What follows belongs to an exercise in optimizing a design on an open flow for small area; a production flow would make more cautious choices. Function was checked by simulation only, so behaviour that the tests miss may differ from the original. No activity file was given, so power comes from the tool's default toggle rates.

==> run F: inputs <==
## tv80n
module tv80n(m1_n, mreq_n, iorq_n, rd_n, wr_n, rfsh_n, halt_n, busak_n, A, dout, pc, reset_n, clk, wait_n, int_n, nmi_n, busrq_n, di);
  output m1_n;
  reg m1_n;
  output mreq_n;
  reg mreq_n;
  output iorq_n;
  reg iorq_n;
  output rd_n;
  reg rd_n;
  output wr_n;
  reg wr_n;
  output rfsh_n;
  reg rfsh_n;
  output halt_n;
  wire halt_n;
  output busak_n;
  wire busak_n;
  output [15:0] A;
  reg [15:0] A;
  output [7:0] dout;
  reg [7:0] dout;
  output [15:0] pc;
  wire [15:0] pc;
  input reset_n;
  wire reset_n;
  input clk;
  wire clk;
  input wait_n;
  wire wait_n;
  input int_n;
  wire int_n;
  input nmi_n;
  wire nmi_n;
  input busrq_n;
  wire busrq_n;
  input [7:0] di;
  wire [7:0] di;
  wire _0000_;
  wire _0001_;
  wire _0002_;
  wire _0003_;
  wire _0004_;
  wire _0005_;
  wire _0006_;
  wire _0007_;
  wire _0008_;
  wire _0009_;
  wire _0010_;
  wire _0011_;
  wire _0012_;
  wire _0013_;
  wire _0014_;
  wire _0015_;
  wire _0016_;
  wire _0017_;
  wire _0018_;
  wire _0019_;
  wire _0020_;
  wire _0021_;
  wire _0022_;
  wire _0023_;
  wire _0024_;
  wire _0025_;
  wire _0026_;
  wire _0027_;
  wire _0028_;
  wire _0029_;
  wire _0030_;
  wire _0031_;
  wire _0032_;
  wire _0033_;
  wire _0034_;
  wire _0035_;
  wire _0036_;
  wire _0037_;
  wire _0038_;
  wire _0039_;
  wire _0040_;
  wire _0041_;
  wire _0042_;
  wire _0043_;
  wire _0044_;
  wire _0045_;
  wire _0046_;
  wire _0047_;
  wire _0048_;
  wire _0049_;
  wire _0050_;
  wire _0051_;
  wire _0052_;
  wire _0053_;
  wire _0054_;
  wire _0055_;
  wire _0056_;
  wire _0057_;
  wire _0058_;
  wire _0059_;
  wire _0060_;
  wire _0061_;
  wire _0062_;
  wire _0063_;
  wire _0064_;
  wire _0065_;
  wire _0066_;
  wire _0067_;
  wire _0068_;
  wire _0069_;
  wire _0070_;
  wire _0071_;
  wire _0072_;
  wire _0073_;
  wire _0074_;
  wire _0075_;
  wire _0076_;
  wire _0077_;
  wire _0078_;
  wire _0079_;
  wire _0080_;
  wire _0081_;
  wire _0082_;
  wire _0083_;
  ...
export LEC_CHECK = 0
export CAP_MARGIN = 20
export CORE_MARGIN = 2
export CORE_UTILIZATION = 40
export GPL_TIMING_DRIVEN = 0
export SETUP_SLACK_MARGIN = 0.1
export SLEW_MARGIN = 20
create_clock -name core_clock -period 12.0 [get_ports {clk}]
standard.sh (not shown) runs the stock make flow with config.mk's settings and CLKGATE_MAP_FILE= SYNTH_SCRIPT=/design/flow/synth_recipe.tcl, a recipe that flattens the netlist after the stock synthesis.
==> flow/flow/run.sh <==
#!/bin/bash
# Own layout flow: the standard ORFS flow (standard.sh) with three changes
#  1. synthesis: the standard synthesis script, except that ABC maps the logic with
#     flow/nf.abc (&nf, area-oriented) instead of ORFS's abc script, and adders are
#     left to ABC (no ADDER_MAP_FILE half/full-adder extraction); flip-flops are
#     mapped by the standard dfflibmap step, so the registers are the standard ones
#  2. port buffers use sky130_fd_sc_hd__buf_1 (every port still gets its buffer)
#  3. CTS: clkbuf_4 leaf clusters of at most 8 sinks, no dummy loads
# Each step's full output goes to a log file in the work folder.
set -euo pipefail
W=$(pwd)
{
  cat <<'TCL'
proc abc {args} {
  set i [lsearch -exact $args -script]
  if {$i >= 0} { lset args [expr {$i + 1}] $::env(MY_ABC_SCRIPT) }
  yosys abc {*}$args
}
TCL
  cat "$W/synth_recipe.tcl"
} > "$W/own_synth.tcl"
export MY_ABC_SCRIPT="$W/flow/nf.abc"
bash "$W/standard.sh" "SYNTH_SCRIPT=$W/own_synth.tcl" "ADDER_MAP_FILE=" synth > "$W/synth.log" 2>&1
bash "$W/standard.sh" "SYNTH_SCRIPT=$W/own_synth.tcl" "ADDER_MAP_FILE=" \
  "BUFFER_PORTS_ARGS=-buffer_cell sky130_fd_sc_hd__buf_1" \
  "CTS_ARGS=-sink_clustering_enable -repair_clock_nets -dont_use_dummy_load -buf_list sky130_fd_sc_hd__clkbuf_4 -sink_clustering_size 8 -sink_clustering_max_diameter 50" \
  finish > "$W/layout.log" 2>&1
==> flow/flow/nf.abc <==
strash
&get -n
&st
&dch
&nf -R 1000
&put
==> inputs of run P, as changes to run F <==
- CAP_MARGIN: 20 -> 15
- SLEW_MARGIN: 20 -> 15
==> metrics.cfg <==
[pwr]
power.total_mw=6.41

[placed_design]
place_area_um2=26000

[global_route]
grt_antenna_before_repair=6

[timing]
max_freq_mhz=89.0
period_share=0.937
hold_ws_ns=0.475

[outcome]
status=finished clean

[cells_and_area]
final_cell_mix=nand2_1, nor2_1, o21ai_0
design_area_um2=26500

[worst_setup_path]
crit_path_top_delay_cell=clkinv_1
crit_start=i_tv80_core.IR[3]

Source of the figures above: run F

==> metrics.cfg <==
[outcome]
status=finished clean

[job]
maxCapViolations=0

[timing]
period_share=0.928
max_freq_mhz=89.9
hold_ws_ns=0.469

[cells_and_area]
design_area_um2=26500
final_cell_mix=nand2_1, nor2_1, o21ai_0
mostFrequentLayoutCell=nand2_1

[pwr]
pg_comb_mw=3.82
power.total_mw=6.39

[clock_tree]
cts_tree=built

[worst_setup_path]
path_cells=nand2_1, nor2_1, nand2_1, nor2_1, nor3_1, a2111oi_0, nand3_1, nand2_1, nand3_1
crit_start=i_tv80_core.IR[5]
max_stage_delay_ns=0.90
timing.rr.end=mreq_n

[synthesis]
yosys.area_share.adder=0.00418

[global_route]
grt_pass1_wl_mm=196
grt_util_met3=0.126

[placed_design]
place_area_um2=26000

Source of the figures above: run P



==> run E: inputs <==
tv80n, a different RTL version from the one above (not shown whole).
// tv80n
module tv80n(m1_n, mreq_n, iorq_n, rd_n, wr_n, rfsh_n, halt_n, busak_n, A, dout, pc, reset_n, clk, wait_n, int_n, nmi_n, busrq_n, di);
  output m1_n;
  reg m1_n;
  output mreq_n;
  reg mreq_n;
  output iorq_n;
  reg iorq_n;
  output rd_n;
  reg rd_n;
  output wr_n;
  reg wr_n;
  output rfsh_n;
  reg rfsh_n;
  output halt_n;
  wire halt_n;
  output busak_n;
  wire busak_n;
  output [15:0] A;
  reg [15:0] A;
  output [7:0] dout;
  reg [7:0] dout;
  output [15:0] pc;
  wire [15:0] pc;
  input reset_n;
  wire reset_n;
  input clk;
  wire clk;
  input wait_n;
  wire wait_n;
  input int_n;
  wire int_n;
  input nmi_n;
  wire nmi_n;
  input busrq_n;
  wire busrq_n;
  input [7:0] di;
  wire [7:0] di;
  wire _0000_;
  wire _0001_;
  wire _0002_;
  wire _0003_;
  wire _0004_;
  wire _0005_;
  wire _0006_;
  wire _0007_;
  wire _0008_;
  wire _0009_;
  wire _0010_;
  wire _0011_;
  wire _0012_;
  wire _0013_;
  wire _0014_;
  wire _0015_;
  wire _0016_;
  wire _0017_;
  wire _0018_;
  wire _0019_;
  wire _0020_;
  wire _0021_;
  wire _0022_;
  wire _0023_;
  wire _0024_;
  wire _0025_;
  wire _0026_;
  wire _0027_;
  wire _0028_;
  wire _0029_;
  wire _0030_;
  wire _0031_;
  wire _0032_;
  wire _0033_;
  wire _0034_;
  wire _0035_;
  ...
export LEC_CHECK = 0
export ABC_AREA = 1
export CAP_MARGIN = 20
export CORE_MARGIN = 2
export CORE_UTILIZATION = 50
export CTS_BUF_LIST = sky130_fd_sc_hd__clkbuf_8
export CTS_CLUSTER_DIAMETER = 60
export CTS_CLUSTER_SIZE = 12
export SLEW_MARGIN = 20
create_clock -name core_clock -period 12.0 [get_ports {clk}]
run.sh (not shown) runs the stock make flow with config.mk's settings and CLKGATE_MAP_FILE= SYNTH_SCRIPT=/design/flow/synth_recipe.tcl, a recipe that flattens the netlist after the stock synthesis.
Stock flow here: none of the scripts above is used.
==> run A (differences from run E) <==
==> flow/flow/run.sh (new file) <==
#!/bin/bash
# Own layout flow: the standard ORFS flow (standard.sh) with three changes
#  1. synthesis: the standard synthesis script, except that ABC maps the logic with
#     flow/nf.abc (&nf, area-oriented) instead of ORFS's abc script; flip-flops are
#     mapped by the standard dfflibmap step, so the registers are the standard ones
#  2. port buffers use sky130_fd_sc_hd__buf_1 (every port still gets its buffer)
#  3. CTS: clkbuf_8 leaf clusters of at most 12 sinks, no dummy loads
# Each step's full output goes to a log file in the work folder.
set -euo pipefail
W=$(pwd)
{
  cat <<'TCL'
proc abc {args} {
  set i [lsearch -exact $args -script]
  if {$i >= 0} { lset args [expr {$i + 1}] $::env(MY_ABC_SCRIPT) }
  yosys abc {*}$args
}
TCL
  cat "$W/synth_recipe.tcl"
} > "$W/own_synth.tcl"
export MY_ABC_SCRIPT="$W/flow/nf.abc"
bash "$W/standard.sh" "SYNTH_SCRIPT=$W/own_synth.tcl" synth > "$W/synth.log" 2>&1
bash "$W/standard.sh" "SYNTH_SCRIPT=$W/own_synth.tcl" \
  "BUFFER_PORTS_ARGS=-buffer_cell sky130_fd_sc_hd__buf_1" \
  "CTS_ARGS=-sink_clustering_enable -repair_clock_nets -dont_use_dummy_load -buf_list sky130_fd_sc_hd__clkbuf_8 -sink_clustering_size 12 -sink_clustering_max_diameter 60" \
  finish > "$W/layout.log" 2>&1
==> flow/flow/nf.abc (new file) <==
strash
&get -n
&st
&dch
&nf -R 1000
&put
==> flow/standard.sh (new file) <==
#!/bin/bash
# synth_recipe.tcl (not shown) runs the flow's synth.tcl, then flattens the netlist and writes it again
# the make line also repeats each setting of config.mk as NAME=value (left out here)
make -C /OpenROAD-flow-scripts/flow DESIGN_CONFIG=/design/flow/config.mk WORK_HOME=/design/flow/orfs CLKGATE_MAP_FILE= SYNTH_SCRIPT=/design/flow/synth_recipe.tcl "${@:-finish}"
- ABC_AREA: 1 -> unset
- CORE_UTILIZATION: 50 -> 70
- CTS_BUF_LIST: sky130_fd_sc_hd__clkbuf_8 -> unset
- CTS_CLUSTER_DIAMETER: 60 -> unset
- CTS_CLUSTER_SIZE: 12 -> unset
removed: flow/run.sh
==> run X (differences from run E) <==
==> flow/flow/run.sh (new file) <==
#!/bin/bash
# Own layout flow: the standard ORFS flow (standard.sh) with three changes
#  1. synthesis: the standard synthesis script, except that ABC maps the logic with
#     flow/nf.abc (&nf, area-oriented) instead of ORFS's abc script; flip-flops are
#     mapped by the standard dfflibmap step, so the registers are the standard ones
#  2. port buffers use sky130_fd_sc_hd__buf_1 (every port still gets its buffer)
#  3. CTS: clkbuf_8 leaf clusters of at most 12 sinks, no dummy loads
# Each step's full output goes to a log file in the work folder.
set -euo pipefail
W=$(pwd)
{
  cat <<'TCL'
proc abc {args} {
  set i [lsearch -exact $args -script]
  if {$i >= 0} { lset args [expr {$i + 1}] $::env(MY_ABC_SCRIPT) }
  yosys abc {*}$args
}
TCL
  cat "$W/synth_recipe.tcl"
} > "$W/own_synth.tcl"
export MY_ABC_SCRIPT="$W/flow/nf.abc"
bash "$W/standard.sh" "SYNTH_SCRIPT=$W/own_synth.tcl" synth > "$W/synth.log" 2>&1
bash "$W/standard.sh" "SYNTH_SCRIPT=$W/own_synth.tcl" \
  "BUFFER_PORTS_ARGS=-buffer_cell sky130_fd_sc_hd__buf_1" \
  "CTS_ARGS=-sink_clustering_enable -repair_clock_nets -dont_use_dummy_load -buf_list sky130_fd_sc_hd__clkbuf_8 -sink_clustering_size 12 -sink_clustering_max_diameter 60" \
  finish > "$W/layout.log" 2>&1
==> flow/flow/nf.abc (new file) <==
strash
&get -n
&st
&dch
&nf -R 1000
&put
==> flow/standard.sh (new file) <==
#!/bin/bash
# synth_recipe.tcl (not shown) runs the flow's synth.tcl, then flattens the netlist and writes it again
# the make line also repeats each setting of config.mk as NAME=value (left out here)
make -C /OpenROAD-flow-scripts/flow DESIGN_CONFIG=/design/flow/config.mk WORK_HOME=/design/flow/orfs CLKGATE_MAP_FILE= SYNTH_SCRIPT=/design/flow/synth_recipe.tcl "${@:-finish}"
- ABC_AREA: 1 -> unset
- CORE_UTILIZATION: 50 -> 40
- CTS_BUF_LIST: sky130_fd_sc_hd__clkbuf_8 -> unset
- CTS_CLUSTER_DIAMETER: 60 -> unset
- CTS_CLUSTER_SIZE: 12 -> unset
- GPL_TIMING_DRIVEN: unset -> 0
removed: flow/run.sh
==> summary of the runs <==
Run X finished with timing, DRC and antenna clean. Run A died in 5_1_grt on GRT-0116. Run E completed without violations. Against run E, the sequential share of layout area of run X is higher by 1.9 points. Between run X and run E, the lower synthesized cell count is in run X (gap about 20%, measured against run E). In sequential cell count, run X and run E do not differ. In run X the critical path depth is higher than in run E, by 14. Against run E, the core utilization of run X is lower by 9.6 points. Between run E and run X, the lower register-to-register slack is in run X (gap 1.9 ns). Sequential power: run X is higher than run E (about 8%). Of run X and run E, run E has the higher final cell count (gap 12%, measured against run E). Between run E and run X, the lower area after synthesis is in run X (gap 9.8%, measured against run X). Between run X and run E, the lower die area is in run E (gap 14%, measured against run E).
